This is an optimization exercise on Yosys and OpenROAD, whose aim is small area, a short achievable clock period and few clock cycles, not a production implementation. Only simulation tests tie the RTL to the original design; equivalence was not proved. Power is estimated from default activity; no workload was simulated.

==> design.v <==
localparam SCR1_IALU_CMD_ALL_NUM_E    = 23;
localparam SCR1_IALU_CMD_WIDTH_E      = $clog2(SCR1_IALU_CMD_ALL_NUM_E);
typedef enum logic [SCR1_IALU_CMD_WIDTH_E-1:0] {
    SCR1_IALU_CMD_NONE  = '0,    
    SCR1_IALU_CMD_AND,           
    SCR1_IALU_CMD_OR,            
    SCR1_IALU_CMD_XOR,           
    SCR1_IALU_CMD_ADD,           
    SCR1_IALU_CMD_SUB,           
    SCR1_IALU_CMD_SUB_LT,        
    SCR1_IALU_CMD_SUB_LTU,       
    SCR1_IALU_CMD_SUB_EQ,        
    SCR1_IALU_CMD_SUB_NE,        
    SCR1_IALU_CMD_SUB_GE,        
    SCR1_IALU_CMD_SUB_GEU,       
    SCR1_IALU_CMD_SLL,           
    SCR1_IALU_CMD_SRL,           
    SCR1_IALU_CMD_SRA,           
    SCR1_IALU_CMD_MUL,           
    SCR1_IALU_CMD_MULHU,         
    SCR1_IALU_CMD_MULHSU,        
    SCR1_IALU_CMD_MULH,          
    SCR1_IALU_CMD_DIV,           
    SCR1_IALU_CMD_DIVU,          
    SCR1_IALU_CMD_REM,           
    SCR1_IALU_CMD_REMU           
} type_scr1_ialu_cmd_sel_e;
/*verilator coverage_on*/
module scr1_pipe_ialu (
    input   logic                           clk,                         
    input   logic                           rst_n,                       
    input   logic                           exu2ialu_rvm_cmd_vd_i,       
    output  logic                           ialu2exu_rvm_res_rdy_o,      
    input   logic [32-1:0]          exu2ialu_main_op1_i,         
    input   logic [32-1:0]          exu2ialu_main_op2_i,         
    input   logic [SCR1_IALU_CMD_WIDTH_E-1:0] exu2ialu_cmd_i,            
    output  logic [32-1:0]          ialu2exu_main_res_o,         
    output  logic                           ialu2exu_cmp_res_o,          
    input   logic [32-1:0]          exu2ialu_addr_op1_i,         
    input   logic [32-1:0]          exu2ialu_addr_op2_i,         
    output  logic [32-1:0]          ialu2exu_addr_res_o          
);
localparam SCR1_MUL_WIDTH     = 32;
localparam SCR1_MUL_RES_WIDTH = 2 * 32;
localparam SCR1_MDU_SUM_WIDTH = 32 + 1;
localparam SCR1_DIV_WIDTH     = 1;
localparam SCR1_DIV_CNT_INIT  = 32'b1 << (32/SCR1_DIV_WIDTH - 2);
typedef struct packed {
    logic       z;       
    logic       s;       
    logic       o;       
    logic       c;       
} type_scr1_ialu_flags_s;
typedef enum logic [1:0] {
    SCR1_IALU_MDU_FSM_IDLE,
    SCR1_IALU_MDU_FSM_ITER,
    SCR1_IALU_MDU_FSM_CORR
} type_scr1_ialu_fsm_state;
typedef enum logic [1:0] {
   SCR1_IALU_MDU_NONE,
   SCR1_IALU_MDU_MUL,
   SCR1_IALU_MDU_DIV
} type_scr1_ialu_mdu_cmd;
logic        [32:0]                 main_sum_res;        
type_scr1_ialu_flags_s                      main_sum_flags;      
logic                                       main_sum_pos_ovflw;  
logic                                       main_sum_neg_ovflw;  
logic                                       main_ops_diff_sgn;   
logic                                       main_ops_non_zero;   
logic                                       ialu_cmd_shft;       
logic signed [32-1:0]               shft_op1;            
logic        [4:0]                          shft_op2;            
logic        [1:0]                          shft_cmd;            
logic        [32-1:0]               shft_res;            
logic                                       mdu_cmd_is_iter;     
logic                                       mdu_iter_req;        
logic                                       mdu_iter_rdy;        
logic                                       mdu_corr_req;        
logic                                       div_corr_req;        
logic                                       rem_corr_req;        
type_scr1_ialu_fsm_state                    mdu_fsm_ff;          
type_scr1_ialu_fsm_state                    mdu_fsm_next;        
logic                                       mdu_fsm_idle;        
logic                                       mdu_fsm_corr;        
type_scr1_ialu_mdu_cmd                      mdu_cmd;             
logic                                       mdu_cmd_mul;         
logic                                       mdu_cmd_div;         
logic        [1:0]                          mul_cmd;             
logic                                       mul_cmd_hi;          
logic        [1:0]                          div_cmd;             
logic                                       div_cmd_div;         
logic                                       div_cmd_rem;         
logic                                       mul_op1_is_sgn;      
logic                                       mul_op2_is_sgn;      
logic                                       mul_op1_sgn;         
logic                                       mul_op2_sgn;         
logic signed [32:0]                 mul_op1;             
logic signed [SCR1_MUL_WIDTH:0]             mul_op2;             
logic signed [SCR1_MUL_RES_WIDTH-1:0]       mul_res;             
logic                                       div_ops_are_sgn;
logic                                       div_op1_is_neg;
logic                                       div_op2_is_neg;
logic                                       div_res_rem_c;
logic        [32-1:0]               div_res_rem;
logic        [32-1:0]               div_res_quo;
logic                                       div_quo_bit;
logic                                       div_dvdnd_lo_upd;
logic        [32-1:0]               div_dvdnd_lo_ff;
logic        [32-1:0]               div_dvdnd_lo_next;
logic                                       mdu_sum_sub;         
logic signed [SCR1_MDU_SUM_WIDTH-1:0]       mdu_sum_op1;         
logic signed [SCR1_MDU_SUM_WIDTH-1:0]       mdu_sum_op2;         
logic signed [SCR1_MDU_SUM_WIDTH-1:0]       mdu_sum_res;         
logic                                       mdu_iter_cnt_en;
logic        [32-1:0]               mdu_iter_cnt;
logic        [32-1:0]               mdu_iter_cnt_next;
logic                                       mdu_res_upd;
logic                                       mdu_res_c_ff;
logic                                       mdu_res_c_next;
logic        [32-1:0]               mdu_res_hi_ff;
logic        [32-1:0]               mdu_res_hi_next;
logic        [32-1:0]               mdu_res_lo_ff;
logic        [32-1:0]               mdu_res_lo_next;
always_comb begin
    main_sum_res = (exu2ialu_cmd_i != SCR1_IALU_CMD_ADD)
                 ? ({1'b0, exu2ialu_main_op1_i} - {1'b0, exu2ialu_main_op2_i})    
                 : ({1'b0, exu2ialu_main_op1_i} + {1'b0, exu2ialu_main_op2_i});   
    main_sum_pos_ovflw = ~exu2ialu_main_op1_i[32-1]
                       &  exu2ialu_main_op2_i[32-1]
                       &  main_sum_res[32-1];
    main_sum_neg_ovflw =  exu2ialu_main_op1_i[32-1]
                       & ~exu2ialu_main_op2_i[32-1]
                       & ~main_sum_res[32-1];
    main_sum_flags.c = main_sum_res[32];
    main_sum_flags.z = ~|main_sum_res[32-1:0];
    main_sum_flags.s = main_sum_res[32-1];
    main_sum_flags.o = main_sum_pos_ovflw | main_sum_neg_ovflw;
end
assign ialu2exu_addr_res_o = exu2ialu_addr_op1_i + exu2ialu_addr_op2_i;
assign ialu_cmd_shft = (exu2ialu_cmd_i == SCR1_IALU_CMD_SLL)
                     | (exu2ialu_cmd_i == SCR1_IALU_CMD_SRL)
                     | (exu2ialu_cmd_i == SCR1_IALU_CMD_SRA);
assign shft_cmd      = ialu_cmd_shft
                     ? {(exu2ialu_cmd_i != SCR1_IALU_CMD_SLL),
                        (exu2ialu_cmd_i == SCR1_IALU_CMD_SRA)}
                     : 2'b00;
always_comb begin
    shft_op1 = exu2ialu_main_op1_i;
    shft_op2 = exu2ialu_main_op2_i[4:0];
    case (shft_cmd)
        2'b10   : shft_res = shft_op1  >> shft_op2;
        2'b11   : shft_res = shft_op1 >>> shft_op2;
        default : shft_res = shft_op1  << shft_op2;
    endcase
end
assign mdu_cmd_div = (exu2ialu_cmd_i == SCR1_IALU_CMD_DIV)
                   | (exu2ialu_cmd_i == SCR1_IALU_CMD_DIVU)
                   | (exu2ialu_cmd_i == SCR1_IALU_CMD_REM)
                   | (exu2ialu_cmd_i == SCR1_IALU_CMD_REMU);
assign mdu_cmd_mul = (exu2ialu_cmd_i == SCR1_IALU_CMD_MUL)
                   | (exu2ialu_cmd_i == SCR1_IALU_CMD_MULH)
                   | (exu2ialu_cmd_i == SCR1_IALU_CMD_MULHU)
                   | (exu2ialu_cmd_i == SCR1_IALU_CMD_MULHSU);
assign mdu_cmd     = mdu_cmd_div ? SCR1_IALU_MDU_DIV
                   : mdu_cmd_mul ? SCR1_IALU_MDU_MUL
                                 : SCR1_IALU_MDU_NONE;
assign main_ops_non_zero = |exu2ialu_main_op1_i & |exu2ialu_main_op2_i;
assign main_ops_diff_sgn = exu2ialu_main_op1_i[32-1]
                         ^ exu2ialu_main_op2_i[32-1];
    assign mdu_cmd_is_iter = mdu_cmd_div;
assign mdu_iter_req = mdu_cmd_is_iter ? (main_ops_non_zero & mdu_fsm_idle) : 1'b0;
assign mdu_iter_rdy = mdu_iter_cnt[0];
assign div_cmd_div = (div_cmd == 2'b00);
assign div_cmd_rem = div_cmd[1];
assign div_corr_req = div_cmd_div & main_ops_diff_sgn;
assign rem_corr_req = div_cmd_rem & |div_res_rem & (div_op1_is_neg ^ div_res_rem_c);
assign mdu_corr_req = mdu_cmd_div & (div_corr_req | rem_corr_req);
assign mdu_iter_cnt_en = exu2ialu_rvm_cmd_vd_i & ~ialu2exu_rvm_res_rdy_o;
always_ff @(posedge clk) begin
    if (mdu_iter_cnt_en) begin
        mdu_iter_cnt <= mdu_iter_cnt_next;
    end
end
assign mdu_iter_cnt_next = ~mdu_fsm_idle ? mdu_iter_cnt >> 1
                         : mdu_cmd_div   ? SCR1_DIV_CNT_INIT
                                         : mdu_iter_cnt;
always_ff @(posedge clk, negedge rst_n) begin
    if (~rst_n) begin
        mdu_fsm_ff <= SCR1_IALU_MDU_FSM_IDLE;
    end else begin
        mdu_fsm_ff <= mdu_fsm_next;
    end
end
/*verilator lint_off CASEINCOMPLETE*/
always_comb begin
    mdu_fsm_next = SCR1_IALU_MDU_FSM_IDLE;
    if (exu2ialu_rvm_cmd_vd_i) begin
        case (mdu_fsm_ff)
            SCR1_IALU_MDU_FSM_IDLE : begin
                mdu_fsm_next = mdu_iter_req  ? SCR1_IALU_MDU_FSM_ITER
                                             : SCR1_IALU_MDU_FSM_IDLE;
            end
            SCR1_IALU_MDU_FSM_ITER : begin
                mdu_fsm_next = ~mdu_iter_rdy ? SCR1_IALU_MDU_FSM_ITER
                             : mdu_corr_req  ? SCR1_IALU_MDU_FSM_CORR
                                             : SCR1_IALU_MDU_FSM_IDLE;
            end
            SCR1_IALU_MDU_FSM_CORR : begin
                mdu_fsm_next = SCR1_IALU_MDU_FSM_IDLE;
            end
        endcase
    end
end
assign mdu_fsm_idle = (mdu_fsm_ff == SCR1_IALU_MDU_FSM_IDLE);
assign mdu_fsm_corr = (mdu_fsm_ff == SCR1_IALU_MDU_FSM_CORR);
assign mul_cmd  = {((exu2ialu_cmd_i == SCR1_IALU_CMD_MULHU) | (exu2ialu_cmd_i == SCR1_IALU_CMD_MULHSU)),
                   ((exu2ialu_cmd_i == SCR1_IALU_CMD_MULHU) | (exu2ialu_cmd_i == SCR1_IALU_CMD_MULH))};
assign mul_cmd_hi     = |mul_cmd;
assign mul_op1_is_sgn = ~&mul_cmd;
assign mul_op2_is_sgn = ~mul_cmd[1];
assign mul_op1_sgn    = mul_op1_is_sgn & exu2ialu_main_op1_i[32-1];
assign mul_op2_sgn    = mul_op2_is_sgn & exu2ialu_main_op2_i[32-1];
assign mul_op1 = mdu_cmd_mul ? $signed({mul_op1_sgn, exu2ialu_main_op1_i}) : '0;
assign mul_op2 = mdu_cmd_mul ? $signed({mul_op2_sgn, exu2ialu_main_op2_i}) : '0;
assign mul_res = mdu_cmd_mul ? mul_op1 * mul_op2                           : $signed({64{1'b0}});
assign div_cmd  = {((exu2ialu_cmd_i == SCR1_IALU_CMD_REM)   | (exu2ialu_cmd_i == SCR1_IALU_CMD_REMU)),
                   ((exu2ialu_cmd_i == SCR1_IALU_CMD_REMU)  | (exu2ialu_cmd_i == SCR1_IALU_CMD_DIVU))};
assign div_ops_are_sgn = ~div_cmd[0];
assign div_op1_is_neg  = div_ops_are_sgn & exu2ialu_main_op1_i[32-1];
assign div_op2_is_neg  = div_ops_are_sgn & exu2ialu_main_op2_i[32-1];
always_comb begin
    div_res_rem_c = '0;
    div_res_rem   = '0;
    div_res_quo   = '0;
    div_quo_bit   = 1'b0;
    if (mdu_cmd_div & ~mdu_fsm_corr) begin
        div_res_rem_c = mdu_sum_res[SCR1_MDU_SUM_WIDTH-1];
        div_res_rem   = mdu_sum_res[SCR1_MDU_SUM_WIDTH-2:0];
        div_quo_bit   = ~(div_op1_is_neg ^ div_res_rem_c)
                      | (div_op1_is_neg & ({mdu_sum_res, div_dvdnd_lo_next} == '0));
        div_res_quo   = mdu_fsm_idle
                      ? {{31{1'b0}}, div_quo_bit}
                      : {mdu_res_lo_ff[32-2:0], div_quo_bit};
    end
end
assign div_dvdnd_lo_upd = exu2ialu_rvm_cmd_vd_i & ~ialu2exu_rvm_res_rdy_o;
always_ff @(posedge clk) begin
    if (div_dvdnd_lo_upd) begin
        div_dvdnd_lo_ff <= div_dvdnd_lo_next;
    end
end
assign div_dvdnd_lo_next = (~mdu_cmd_div | mdu_fsm_corr) ? '0
                         : mdu_fsm_idle                  ? exu2ialu_main_op1_i << 1
                                                         : div_dvdnd_lo_ff     << 1;
always_comb begin
    mdu_sum_sub    = 1'b0;
    mdu_sum_op1    = '0;
    mdu_sum_op2    = '0;
    case (mdu_cmd)
        SCR1_IALU_MDU_DIV : begin
            logic           sgn;
            logic           inv;
            sgn         = mdu_fsm_corr ? div_op1_is_neg ^ mdu_res_c_ff
                        : mdu_fsm_idle ? 1'b0
                                       : ~mdu_res_lo_ff[0];
            inv         = div_ops_are_sgn & main_ops_diff_sgn;
            mdu_sum_sub = ~inv ^ sgn;
            mdu_sum_op1 = mdu_fsm_corr ? $signed({1'b0, mdu_res_hi_ff})
                        : mdu_fsm_idle ? $signed({{31{div_op1_is_neg}},div_op1_is_neg, exu2ialu_main_op1_i[32-1]})
                                       : $signed({mdu_res_hi_ff, div_dvdnd_lo_ff[32-1]});
            mdu_sum_op2 = $signed({div_op2_is_neg, exu2ialu_main_op2_i});
        end
        default : begin end
    endcase
    mdu_sum_res = mdu_sum_sub
                ? (mdu_sum_op1 - mdu_sum_op2)
                : (mdu_sum_op1 + mdu_sum_op2);
end
assign mdu_res_upd = exu2ialu_rvm_cmd_vd_i & ~ialu2exu_rvm_res_rdy_o;
always_ff @(posedge clk) begin
    if (mdu_res_upd) begin
        mdu_res_c_ff  <= mdu_res_c_next;
        mdu_res_hi_ff <= mdu_res_hi_next;
        mdu_res_lo_ff <= mdu_res_lo_next;
    end
end
assign mdu_res_c_next  = mdu_cmd_div ? div_res_rem_c : mdu_res_c_ff;
assign mdu_res_hi_next = mdu_cmd_div ? div_res_rem
                                     : mdu_res_hi_ff;
assign mdu_res_lo_next = mdu_cmd_div ? div_res_quo
                                     : mdu_res_lo_ff;
always_comb begin
    ialu2exu_main_res_o    = '0;
    ialu2exu_cmp_res_o     = 1'b0;
    ialu2exu_rvm_res_rdy_o = 1'b1;
    case (exu2ialu_cmd_i)
        SCR1_IALU_CMD_AND : begin
            ialu2exu_main_res_o = exu2ialu_main_op1_i & exu2ialu_main_op2_i;
        end
        SCR1_IALU_CMD_OR : begin
            ialu2exu_main_res_o = exu2ialu_main_op1_i | exu2ialu_main_op2_i;
        end
        SCR1_IALU_CMD_XOR : begin
            ialu2exu_main_res_o = exu2ialu_main_op1_i ^ exu2ialu_main_op2_i;
        end
        SCR1_IALU_CMD_ADD : begin
            ialu2exu_main_res_o = main_sum_res[32-1:0];
        end
        SCR1_IALU_CMD_SUB : begin
            ialu2exu_main_res_o = main_sum_res[32-1:0];
        end
        SCR1_IALU_CMD_SUB_LT : begin
            ialu2exu_main_res_o = 32'({{31{1'b0}},main_sum_flags.s ^ main_sum_flags.o});
            ialu2exu_cmp_res_o  = main_sum_flags.s ^ main_sum_flags.o;
        end
        SCR1_IALU_CMD_SUB_LTU : begin
            ialu2exu_main_res_o = 32'(main_sum_flags.c);
            ialu2exu_cmp_res_o  = main_sum_flags.c;
        end
        SCR1_IALU_CMD_SUB_EQ : begin
            ialu2exu_main_res_o = 32'(main_sum_flags.z);
            ialu2exu_cmp_res_o  = main_sum_flags.z;
        end
        SCR1_IALU_CMD_SUB_NE : begin
            ialu2exu_main_res_o = 32'({{31{1'b0}},~main_sum_flags.z});
            ialu2exu_cmp_res_o  = ~main_sum_flags.z;
        end
        SCR1_IALU_CMD_SUB_GE : begin
            ialu2exu_main_res_o = 32'({{31{1'b0}}, ~(main_sum_flags.s ^ main_sum_flags.o)});
            ialu2exu_cmp_res_o  = ~(main_sum_flags.s ^ main_sum_flags.o);
        end
        SCR1_IALU_CMD_SUB_GEU : begin
            ialu2exu_main_res_o = 32'({{31{1'b0}}, ~main_sum_flags.c});
            ialu2exu_cmp_res_o  = ~main_sum_flags.c;
        end
        SCR1_IALU_CMD_SLL,
        SCR1_IALU_CMD_SRL,
        SCR1_IALU_CMD_SRA: begin
            ialu2exu_main_res_o = shft_res;
        end
        SCR1_IALU_CMD_MUL,
        SCR1_IALU_CMD_MULHU,
        SCR1_IALU_CMD_MULHSU,
        SCR1_IALU_CMD_MULH : begin
            ialu2exu_main_res_o = mul_cmd_hi
                                ? mul_res[SCR1_MUL_RES_WIDTH-1:32]
                                : mul_res[32-1:0];
        end
        SCR1_IALU_CMD_DIV,
        SCR1_IALU_CMD_DIVU,
        SCR1_IALU_CMD_REM,
        SCR1_IALU_CMD_REMU : begin
            case (mdu_fsm_ff)/*verilator lint_off CASEINCOMPLETE*/
                SCR1_IALU_MDU_FSM_IDLE : begin
                    ialu2exu_main_res_o    = (|exu2ialu_main_op2_i | div_cmd_rem)
                                           ? exu2ialu_main_op1_i
                                           : '1;
                    ialu2exu_rvm_res_rdy_o = ~mdu_iter_req;
                end
                SCR1_IALU_MDU_FSM_ITER : begin
                    ialu2exu_main_res_o    = div_cmd_rem ? div_res_rem : div_res_quo;
                    ialu2exu_rvm_res_rdy_o = mdu_iter_rdy & ~mdu_corr_req;
                end
                SCR1_IALU_MDU_FSM_CORR : begin
                    ialu2exu_main_res_o    = div_cmd_rem
                                           ? mdu_sum_res[32-1:0]
                                           : -mdu_res_lo_ff[32-1:0];
                    ialu2exu_rvm_res_rdy_o = 1'b1;
                end
            endcase
        end
        default : begin end
    endcase
end
endmodule
/*verilator coverage_off*/
==> run.sh <==
#!/bin/bash
# synth_recipe.tcl (not shown) runs the flow's synth.tcl, then flattens the netlist and writes it again
# the make line also repeats each setting of config.mk as NAME=value (left out here)
make -C /OpenROAD-flow-scripts/flow DESIGN_CONFIG=/design/flow/config.mk WORK_HOME=/design/flow/orfs CLKGATE_MAP_FILE= SYNTH_SCRIPT=/design/flow/synth_recipe.tcl finish
==> config.mk <==
export PLATFORM = sky130hd
export DESIGN_NAME = scr1_pipe_ialu
export DESIGN_NICKNAME = scr1_pipe_ialu
export VERILOG_FILES = /design/flow/design.v
export SDC_FILE = /design/flow/constraint.sdc
export NUM_CORES = 4
export LEC_CHECK = 0
export CAP_MARGIN = 20
export CORE_MARGIN = 2
export CORE_UTILIZATION = 40
export SLEW_MARGIN = 20
==> constraint.sdc <==
create_clock -name core_clock -period 17.0 [get_ports {clk}]
set_input_delay 3.4000 -clock core_clock [delete_from_list [all_inputs] [get_ports {clk}]]
set_output_delay 3.4000 -clock core_clock [all_outputs]
set_load 0.01 [all_outputs]
==> flow_metrics.py <==
metrics = {
    "status": {
        "status": "no timing/DRC/antenna violations",
    },
    "min_path": {
        "hold_end": "mdu_iter_cnt[15]$_SDFFCE_PP0P_",
        "whs_path_depth": 1,
        "worstHoldStart": "mdu_iter_cnt[16]$_SDFFCE_PP0P_",
        "hold_path_class": "reg2reg",
    },
    "yosys": {
        "ys.flop_type": "edfxtp_1",
        "ys_top_cells_by_count": "inv_1 (1,243), fa_1 (1,128), nand2_1 (829)",
        "syn_inst": 7034,
        "yosys.cell_count.top_type": "inv_1",
        "yosys_warnings": 1,
        "synth_edf_count": 127,
        "synth_async_sr_flop_share_pct": 1.55,
        "ys_seq_elements": 129,
        "synth_top_area_share_pct": 38.5,
        "ys_types": 95,
        "syn_nets": 8675,
        "yosysTopAreaCell": "fa_1",
        "synth.top_cells.by_area": "fa_1 (38%), ha_1 (8.0%), inv_1 (7.9%)",
        "synth_area_per_cell_um2": 8.35,
        "seq_area_frac_synth_pct": 6.58,
        "synth_area_um2": 58700,
    },
    "worst_setup_path": {
        "critical-path-max-stage-delay_ns": 0.57,
        "rr_endpoint": "mdu_res_lo_ff[2]$_DFFE_PP_",
        "critPathMostFrequentCell": "fa_1",
        "cp.arrival_ns": 13.34,
        "worst-path-buf-inv": 10,
        "worstPathMaxFanout": 24,
        "worstPathRequired_ns": 13.60,
        "r2r_start": "mdu_fsm_ff[0]$_DFF_PN0_",
        "worst-r2r-setup-slack_ns": 7.88,
        "start_kind": "input port",
        "cpMaxStageDelayCell": "fa_1",
        "critPathTopFamily": "adder cells",
        "critical_path_class": "in2out",
        "endpoint_kind": "primary output",
        "ff2ff_path_depth": 21,
    },
    "clock_network": {
        "tritoncts": "done",
        "clk_pin_slew_ns": 0.06,
        "insertion_delay_ns": 0.45,
        "numCtsBuffers": 17,
        "cts_root_buffer": "clkbuf_16",
        "cts_htree_levels": 4,
        "clock_sinks": 129,
        "clockBufferDepth": 2,
    },
    "sta": {
        "finClkSkew_ns": 0.0175,
        "period_share_pct": 98.5,
        "finalHoldViolations": 0,
        "max_slew_margin_pct": 23.2,
        "report.final.slew_viol_count": 0,
        "worstMarginPinSlew_ns": 1.15,
        "clock.fmax_mhz": 59.7,
        "setup_viol": 0,
        "fin_crit_ns": 16.74,
        "rsz0062_at_grt": "false",
    },
    "power": {
        "clkPwrFrac_pct": 8.2,
        "internal_power_mw": 2.02,
        "vdd_drop_max_mv": 0.0725,
        "p_leak_nw": 31.2,
        "p_switching_mw": 2.51,
        "sequentialPowerShare_pct": 7.8,
        "powerDensity_nw_per_um2": 69.5,
        "switching_share_pct": 55.5,
        "finalPower_mw": 4.52,
        "p_comb_share_pct": 84.0,
    },
    "placement": {
        "numPortBuffers": 201,
        "dp_hpwl_um": 189000,
        "gp_congestion": 1.03,
        "placed_cells": 9034,
        "placed_area_um2": 64400,
    },
    "die": {
        "coreArea_um2": 146000,
        "dieArea_um2": 150000,
        "die_x_um": 387,
        "fp.dieH_um": 387,
        "ios": 202,
        "rows": 140,
        "initial_core_util_pct": 40.3,
    },
    "drt": {
        "drtIter0Drc": 5168,
        "ant_nets": 0,
        "wire_per_inst_um": 25.8,
        "dr_total_vias": 52000,
        "drc": 0,
        "firstDrtPassIters": 6,
        "routed_via_density": 5.73,
        "wl_um": 235000,
    },
    "finish": {
        "instances_no_fill": 9078,
        "drive_above_1_share_pct": 7.33,
        "syn_to_final_growth_pct": 10.9,
        "finalNetCount": 8780,
        "stdcell_area_um2": 65100,
    },
    "job": {
        "maxCapViolCount": 0,
    },
    "global_route": {
        "grt_max_degree": 69,
        "grt-ovfl-total": 0,
        "grt_pass1_wl_um": 350000,
        "grt_use_total_pct": 31.2,
        "grt_pass1_vias": 53400,
        "grt_antenna_before_repair": 20,
    },
}
## worst max-delay path by stage
stage                                 start                      end  cells after the start
global placement    exu2ialu_main_op1_i[31]  ialu2exu_main_res_o[24]                     33
global route              exu2ialu_cmd_i[4]  ialu2exu_main_res_o[22]                     38
finish                    exu2ialu_cmd_i[4]  ialu2exu_main_res_o[24]                     36
CTS                       exu2ialu_cmd_i[4]  ialu2exu_main_res_o[24]                     38
detailed placement  exu2ialu_main_op1_i[31]  ialu2exu_main_res_o[24]                     33
floorplan                 exu2ialu_cmd_i[2]  ialu2exu_main_res_o[24]                     34
## power by group through the flow
stage | Sequential, mW | Combinational (mW) | Clock [mW]
after detailed placement | 0.358 | 3.69 | 0
after floorplan | 0.357 | 2.10 | 0
after global placement | 0.358 | 3.67 | 0
after CTS | 0.351 | 3.71 | 0.375
after global routing | 0.351 | 4.10 | 0.385
final | 0.351 | 3.80 | 0.371
## worst register-to-register path, cell delays in order (launching register included)
cell       delay (ns)
dfrtp_4          0.56
buf_4            0.56
nor2b_1          0.33
and3_1           0.30
a311oi_4         0.93
nand2_1          0.56
a21oi_1          0.26
a311o_1          0.32
ha_1             0.31
and3_1           0.24
nand4_1          0.12
or2_1            0.31
a2111oi_4        0.51
o41ai_1          0.13
nor3b_1          0.94
nand4b_1         0.25
nor3b_1          0.07
nand4_1          0.13
nor4_2           0.10
nand4b_1         0.59
a211oi_4         0.37
buf_4            0.73
## through the flow
step	setup TNS [ns]	hold WS [ns]	util (%)	setup slack [ns]
final	0	0.514	44.7	0.262
after global routing	0	0.536	44.7	0.00700
after CTS	0	0.518	44.6	0.0283
after detailed placement	-0.0448	0.502	44.2	-0.0448
after global placement	-0.0893	0.503	44.2	-0.0893
after floorplan	0	0.497	-	1.52
## area by class of cell
class	instances	area (µm²)
fillers	14500	80600
multi-input cells	5213	48800
repair buffers	530	4720
inverters	1248	4680
flip-flops and latches	129	3870
well taps	1917	2400
clock buffers	18	429
clock inverters	14	143
diodes	9	22.5
## state kept, by name, summed over array words and instances (netlist names)
register	flops
mdu_res_lo_ff	32
mdu_res_hi_ff	32
mdu_fsm_ff	2
div_dvdnd_lo_ff	31
mdu_res_c_ff	1
mdu_iter_cnt	31
## cells by family after synthesis
kind of cell	Yosys count	share of synthesized area, %
AOI/OAI and AO/OA	1131	12.1
DFF	129	6.58
xor gates and xnor gates	212	3.16
buffers and inverters	1692	10.8
adders and majority gates	1505	46.5
and+or+nand+nor	2261	18.7
muxes	104	2.08
## routing by layer
metal / share of wire (%) / global-route usage (%) / vias to the layer above
li1: - / - / 22500
met2: 45 / 49.4 / 2583
met5: 0.020 / 0 / -
met3: 8.9 / 5.83 / 564
met4: 6.1 / 16.3 / 8
met1: 40 / 40.8 / 26400
## cell usage in the layout, fill, tap and decap left out, drive strengths merged, types with 52 or more instances in the layout
cell type and instances:
inv 1246, and3 117, a21oi 386, o21ai 272, xnor2 149, nand2b 52, mux2i 85, nand2 829
ha 377, nor2 397, buf 365, xor2 63, nor3 86, and2 521, nand3 80, fa 1128
clkdlybuf4s50 162, a21o 71, edfxtp 127
## timing repair
item,CTS,global route
setup endpoints to repair,2,21
hold buffers,0,0
pin swaps,0,3
setup buffers,0,3
resized for setup,5,26
Testbench counts, summed over its fixed seeds: cycles 48,913.

afterwards: timing with drivers on the ports:
In the flow no input, the clock included, has a driving cell. The finished layout below was timed again as built, in two steps.
Step 1 (the two cells are an assumption about what drives the block):
set clk [get_ports {clk}]
set_driving_cell -lib_cell sky130_fd_sc_hd__clkbuf_16 $clk
set_driving_cell -lib_cell sky130_fd_sc_hd__buf_2 [delete_from_list [all_inputs] $clk]
Step 2 moves the port delays by t, midway between the first and last clock arrival at a register: inputs arrive t later, outputs are due t later. That takes back most of the time a late clock gives input paths.
Three values: ideal, step 1, step 2; two values: the first two.
t, ns: 0.503
slack for setup (ns): 0.262 / 0.235 / 0.235
worst setup path after step 2: input to output
worst register clock-pin slew, ns: 0.07 / 0.07
worst slew at a driven data input, ns: 0.17
After both steps this run still meets setup and hold. For this run, drivers alone change the setup slack by -0.027 ns; drivers and shift together by -0.027 ns.
